Background: an optimization exercise with open tools, aiming at small area. Do not read the settings as production practice. In this exercise RTL edits were held to simulation tests only and were not proved equivalent to the original. Power figures rest on the tool's default switching activity, not on a simulated workload.

Design tt_um_enieman, start of the top module:
module tt_um_enieman (
    input  wire [7:0] ui_in,
    output wire [7:0] uo_out,
    input  wire [7:0] uio_in,
    output wire [7:0] uio_out,
    output wire [7:0] uio_oe,
    input  wire       ena,
    input  wire       clk,
    input  wire       rst_n
);
For scale: about 2300 cells after synthesis, ~43 I/O pins.
clock: 20.0 ns
lec_check: 0
cap_margin: 20
core_margin: 2
core_utilization: 70
cts_buf_list: sky130_fd_sc_hd__clkbuf_16
cts_cluster_diameter: 50
cts_cluster_size: 36
place_density: 0.8
slew_margin: 20
run.sh (not shown) runs the stock make flow with config.mk's settings and CLKGATE_MAP_FILE= SYNTH_SCRIPT=/design/flow/synth_recipe.tcl, a recipe that flattens the netlist after the stock synthesis.
The baseline completed with no timing, DRC or antenna violations.
Next try:
Settings changed: CORE_UTILIZATION 70 to 50, CTS_CLUSTER_DIAMETER 50 to 80, CTS_CLUSTER_SIZE 36 to 26, PLACE_DENSITY 0.8 to not set.
Setup slack improved by 0.18 ns.
Core utilization came out lower by 23 points.
Sequential power barely changes.
Power came out lower by 9.5%.
Global-route usage came out lower by 9.0 points.
Die area came out higher by 39%.
Clock-buffer cell count came out lower by 13.
Via count came out lower by 4.0%.
Synthesized area does not change.
Maximum frequency came out higher by 1.7%.
First-iteration DRC count came out lower by 29%.
Next try:
Settings changed: CORE_UTILIZATION 50 to 70, CTS_CLUSTER_DIAMETER 80 to 60, CTS_CLUSTER_SIZE 26 to 30.
Final area falls by 0.34%.
Critical path depth does not change.
Sequential cell count is unchanged.
Final cell count falls by 7.9%.
Setup slack degrades by 0.14 ns.
Power rises by 2.0%.
Combinational power falls by about 0.7%.

* * *

The RTL this note starts from:
==> flow/design.v <==
module tt_um_enieman (
    input  wire [7:0] ui_in,
    output wire [7:0] uo_out,
    input  wire [7:0] uio_in,
    output wire [7:0] uio_out,
    output wire [7:0] uio_oe,
    input  wire       ena,
    input  wire       clk,
    input  wire       rst_n
);
   wire rst = ~rst_n | ui_in[7];
   wire rx  = ui_in[2];
   integer i;
   reg [2:0] ph;
   always @(posedge clk) ph <= rst ? 3'd0 : ph + 3'd1;
   reg        prog;      
   reg        cal;       
   reg        act;       
   reg        txm;       
   reg        rxp;       
   reg        txo;       
   reg [3:0]  bitidx;    
   reg [11:0] cnt;       
   reg [11:0] pm1;       
   reg [8:0]  wptr;      
   reg [3:0]  tsr;       
   wire fall    = rxp & ~rx;
   wire meas    = cal & (bitidx == 4'd0);
   wire wrap    = act & (meas ? rx : (cnt == pm1));
   wire databit = (bitidx != 4'd0) & (bitidx != 4'd9);
   wire endrx   = act & ~txm & (bitidx == 4'd9);
   wire early   = (cnt[11:3] == 9'd0);
   wire iwr = act & ~txm & prog & ~cal & databit & early & (ph == wptr[4:2]);
   wire [3:0] dmd;       
   always @(posedge clk) begin
      rxp <= rx;
      cnt <= (~act | wrap | endrx) ? 12'd0 : cnt + 12'd1;
      if (rst) begin
         prog <= 1'b1;
         cal  <= 1'b1;
         act  <= 1'b0;
         txm  <= 1'b0;
         txo  <= 1'b1;
         wptr <= 9'd0;
      end else if (~act) begin
         if (fall) begin
            act    <= 1'b1;
            bitidx <= 4'd0;
         end
      end else if (~txm) begin
         if (wrap) begin
            bitidx <= bitidx + 4'd1;
            if (meas) pm1 <= cnt;
            if (databit & prog & ~cal) wptr <= wptr + 9'd1;
         end
         if (bitidx == 4'd9) begin
            cal <= 1'b0;
            if (prog) begin
               if (~cal && wptr == 9'd0) prog <= 1'b0;
               act <= 1'b0;
            end else begin
               txm    <= 1'b1;
               bitidx <= 4'd0;
               txo    <= 1'b0;
            end
         end
      end else begin
         if (wrap) begin
            bitidx <= bitidx + 4'd1;
            if (databit) wptr <= wptr + 9'd1;
            if (bitidx == 4'd9) begin
               if (wptr[6:0] == 7'd0) begin
                  act <= 1'b0;
                  txm <= 1'b0;
                  txo <= 1'b1;
               end else begin
                  bitidx <= 4'd0;
                  txo    <= 1'b0;
               end
            end else if (bitidx == 4'd8) begin
               txo <= 1'b1;
            end else begin
               txo <= tsr[0];
            end
         end
      end
   end
   always @(posedge clk) begin
      if (txm & wrap)
         tsr <= {1'b0, tsr[3:1]};
      else if (txm & (((bitidx == 4'd0) & (ph == {wptr[4:3], 1'b0})) |
                      ((bitidx == 4'd4) & (ph == {wptr[4:3], 1'b1}))))
         tsr <= dmd;
   end
   assign uo_out  = {rst, prog | rst, ~rx, ~txo, 1'b0, txo, 2'b00};
   assign uio_out = 8'h00;
   assign uio_oe  = 8'h00;
   reg [511:0] imv;      
   reg [479:0] rfv;      
   reg [127:0] dmv;      
   reg [31:0]  tv;       
   reg        pass;      
   reg [3:0]  pc;        
   reg [31:2] ir;
   reg        c;         
   reg        eqf;       
   reg [3:0]  maddr;     
   reg [3:0]  rd_s;      
   reg        pend;      
   reg        dslt;      
   reg        ltf;       
   reg        sleft;     
   reg        fill;      
   reg [4:0]  shamt;
   wire init = prog;
   wire exec = pass;
   wire [4:0] op = ir[6:2];
   wire [2:0] f3 = ir[14:12];
   wire is_alu    = ~op[4] & op[2] & ~op[0];             
   wire is_op     = is_alu & op[3];
   wire is_u      = ~op[4] & op[2] & op[0];              
   wire is_lui    = is_u & op[3];
   wire is_load   = ~op[4] & ~op[2] & ~op[3];
   wire is_store  = ~op[4] & ~op[2] & op[3];
   wire is_branch = op[4] & ~op[0];
   wire is_jalr   = op[4] & op[0] & ~op[1];
   wire is_jal    = op[4] & op[1];
   wire is_jump   = op[4] & op[0];
   wire is_shift  = is_alu & ~f3[1] & f3[0];
   wire is_slt    = is_alu & ~f3[2] & f3[1];
   wire is_logic  = is_alu & f3[2] & ~(~f3[1] & f3[0]);
   wire is_sub    = is_op & (f3 == 3'd0) & ir[30];
   wire inv       = is_sub | is_slt | is_branch;
   wire [31:0] imm =
      is_u     ? {ir[31:12], 12'h000} :
      is_store ? {{20{ir[31]}}, ir[31:25], ir[11:7]} :
                 {{20{ir[31]}}, ir[31:20]};
   wire [3:0] immd = imm[4*ph +: 4];
   wire [63:0] rfh;
   genvar g;
   generate
      for (g = 1; g < 16; g = g + 1) begin : g_rfh
         assign rfh[4*g +: 4] = rfv[32*(g-1) +: 4];
      end
   endgenerate
   assign rfh[3:0] = 4'd0;
   wire [3:0] a_rf = rfh[4*ir[18:15] +: 4];
   wire [3:0] b_rf = rfh[4*ir[23:20] +: 4];
   wire [3:0] pcd = (ph == 3'd0) ? {pc[1:0], 2'b00} :
                    (ph == 3'd1) ? {2'b00, pc[3:2]} : 4'd0;
   wire [3:0] A = is_u ? (is_lui ? 4'd0 : pcd) : a_rf;
   wire [3:0] B = (is_op | is_branch) ? b_rf : immd;
   wire [4:0] sum = A + (B ^ {4{inv}}) + ((ph == 3'd0) ? inv : c);
   wire eq  = (A == B) & ((ph == 3'd0) | eqf);
   wire ltu = ~sum[4];
   wire lts = (A[3] ^ B[3]) ? A[3] : sum[3];
   wire cond  = f3[2] ? (f3[1] ? ltu : lts) : eq;
   wire taken = cond ^ f3[0];
   wire [1:0] dsel = txm ? wptr[6:5] : ((ph == 3'd0) ? sum[3:2] : maddr[1:0]);
   wire [15:0] dmh = {dmv[96 +: 4], dmv[64 +: 4], dmv[32 +: 4], dmv[0 +: 4]};
   assign dmd = dmh[4*dsel +: 4];
   wire [4:0] pc1 = {1'b0, pc} + 5'd1;
   wire [3:0] lnk = (ph == 3'd0) ? {pc1[1:0], 2'b00} :
                    (ph == 3'd1) ? {1'b0, pc1[4:2]} : 4'd0;
   wire [3:0] lgc = f3[1] ? (f3[0] ? (A & B) : (A | B)) : (A ^ B);
   wire [3:0] eres = is_jump  ? lnk :
                     is_load  ? dmd :
                     is_logic ? lgc : sum[3:0];
   wire ewen = is_jump | is_load | is_u | (is_alu & ~is_shift & ~is_slt);
   wire [4:0] rr = sleft ? (5'd0 - shamt) : shamt;
   wire [63:0] tt = {tv, tv};
   wire [7:0] twin = tt[4*rr[4:2] +: 8];
   wire [3:0] sraw = twin[rr[1:0] +: 4];
   wire [5:0] th = sleft ? {1'b0, shamt} : (6'd32 - {1'b0, shamt});
   reg  [3:0] sres;
   always @* begin
      for (i = 0; i < 4; i = i + 1)
         sres[i] = ((({1'b0, ph, 2'b00} + i) >= th) ^ ~sleft) ? sraw[i] : fill;
   end
   wire [3:0] fres = dslt ? ((ph == 3'd0) ? {3'b000, ltf} : 4'd0) : sres;
   wire [3:0] wdata = exec ? eres : fres;
   wire       wact  = exec ? ewen : pend;
   wire [3:0] wd1 = init ? {4{ph == 3'd0}} : wdata;    
   wire [3:0] wd0 = init ? 4'd0 : wdata;               
   always @(posedge clk) begin
      for (i = 1; i < 16; i = i + 1) begin
         rfv[32*(i-1) +: 28] <= rfv[32*(i-1) + 4 +: 28];
         if (init | (wact & (rd_s == i)))
            rfv[32*(i-1) + 28 +: 4] <= {i[3] ? wd1[3] : wd0[3], i[2] ? wd1[2] : wd0[2],
                                        i[1] ? wd1[1] : wd0[1], i[0] ? wd1[0] : wd0[0]};
         else
            rfv[32*(i-1) + 28 +: 4] <= rfv[32*(i-1) +: 4];
      end
   end
   wire [3:0] dwd = init ? 4'd0 : b_rf;
   always @(posedge clk) begin
      for (i = 0; i < 4; i = i + 1) begin
         dmv[32*i +: 28] <= dmv[32*i + 4 +: 28];
         if (init | (exec & is_store & (dsel == i)))
            dmv[32*i + 28 +: 4] <= dwd;
         else
            dmv[32*i + 28 +: 4] <= dmv[32*i +: 4];
      end
   end
   always @(posedge clk) begin
      for (i = 0; i < 16; i = i + 1) begin
         imv[32*i +: 28] <= imv[32*i + 4 +: 28];
         imv[32*i + 28 +: 4] <= imv[32*i +: 4];
         if (iwr && wptr[8:5] == i)
            imv[32*i + 28 + wptr[1:0]] <= rx;
      end
   end
   always @(posedge clk) tv <= {exec ? A : tv[3:0], tv[31:4]};
   wire [63:0] imh;
   generate
      for (g = 0; g < 16; g = g + 1) begin : g_imh
         assign imh[4*g +: 4] = imv[32*g +: 4];
      end
   endgenerate
   wire [3:0] imd = imh[4*pc +: 4];
   always @(posedge clk) begin
      if (~exec) begin
         case (ph)
            3'd0: ir[3:2]   <= imd[3:2];
            3'd1: ir[7:4]   <= imd;
            3'd2: ir[11:8]  <= imd;
            3'd3: ir[15:12] <= imd;
            3'd4: ir[19:16] <= imd;
            3'd5: ir[23:20] <= imd;
            3'd6: ir[27:24] <= imd;
            3'd7: ir[31:28] <= imd;
         endcase
      end
   end
   wire [3:0] imm52 = is_jal ? ir[25:22] : {ir[25], ir[11:9]};
   wire [3:0] npc = is_jalr ? maddr :
                    (is_jal | (is_branch & taken)) ? pc + imm52 : pc1[3:0];
   always @(posedge clk) begin
      if (rst | prog) begin
         pass <= 1'b0;
         pc   <= 4'd0;
         pend <= 1'b0;
      end else if (ph == 3'd7) begin
         pass <= ~pass;
         if (exec) begin
            pc   <= npc;
            pend <= is_shift | is_slt;
         end
      end
   end
   always @(posedge clk) begin
      c   <= sum[4];
      eqf <= eq;
      if (exec) begin
         if (ph == 3'd0) begin
            maddr[1:0] <= sum[3:2];
            shamt[3:0] <= B;
         end
         if (ph == 3'd1) begin
            maddr[3:2] <= sum[1:0];
            shamt[4]   <= B[0];
         end
         if (ph == 3'd7) begin
            dslt  <= is_slt;
            ltf   <= f3[0] ? ltu : lts;
            sleft <= ~f3[2];
            fill  <= ir[30] & f3[2] & A[3];
         end
      end else if (ph == 3'd7) begin
         rd_s <= ir[10:7];
      end
   end
endmodule
clock: 20.0 ns
lec_check: 0
cap_margin: 20
core_margin: 2
core_utilization: 30
slew_margin: 20
The starting point produced a clean layout.
Next try:
--- a/flow/config.mk
+++ b/flow/config.mk
@@ -9,3 +9,5 @@
 export CORE_MARGIN = 2
-export CORE_UTILIZATION = 30
+export CORE_UTILIZATION = 50
+export CTS_BUF_LIST = sky130_fd_sc_hd__clkbuf_4 sky130_fd_sc_hd__clkbuf_8
+export CTS_CLUSTER_SIZE = 24
 export SLEW_MARGIN = 20
Effect: Setup slack loses 0.24 ns; total power shrinks by 0.40%; first-iteration DRC count grows by 25%; utilization grows by 23 points; maximum frequency shrinks by 2.3%.

-- what the ideal ports hide --
The flow's constraints put no driver on any port. The routed layouts listed below were extracted and timed again, unchanged, in two steps.
Step 1, drivers: a clkbuf_16 drives clk and a buf_2 each remaining input, both assumed.
Step 2 also shifts input and output timing later by t, the mid clock arrival at the registers, as if the neighbouring blocks saw the same clock.
Three values: ideal ports, drivers, drivers and shift; two values: the first two.
run | t, ns | setup WS [ns] | worst register clock-pin slew, ns | worst data-port slew with drivers (ns)
the first run of note 1 | 0.679 | 9.783 / 9.751 / 9.751 | 0.12 / 0.12 | 0.03
the second run of note 1 | 0.683 | 9.959 / 9.934 / 9.934 | 0.11 / 0.11 | 0.03
the third run of note 1 | 0.705 | 9.820 / 9.796 / 9.796 | 0.11 / 0.11 | 0.03
the first run of note 2 | 0.753 | 9.835 / 9.812 / 9.812 | 0.07 / 0.07 | 0.03
the second run of note 2 | 0.869 | 9.592 / 9.566 / 9.566 | 0.07 / 0.07 | 0.03
After both steps setup and hold are still met in every run listed. For the first run of note 1, which loses most, drivers alone change the setup slack by -0.032 ns; drivers and shift together by -0.032 ns.
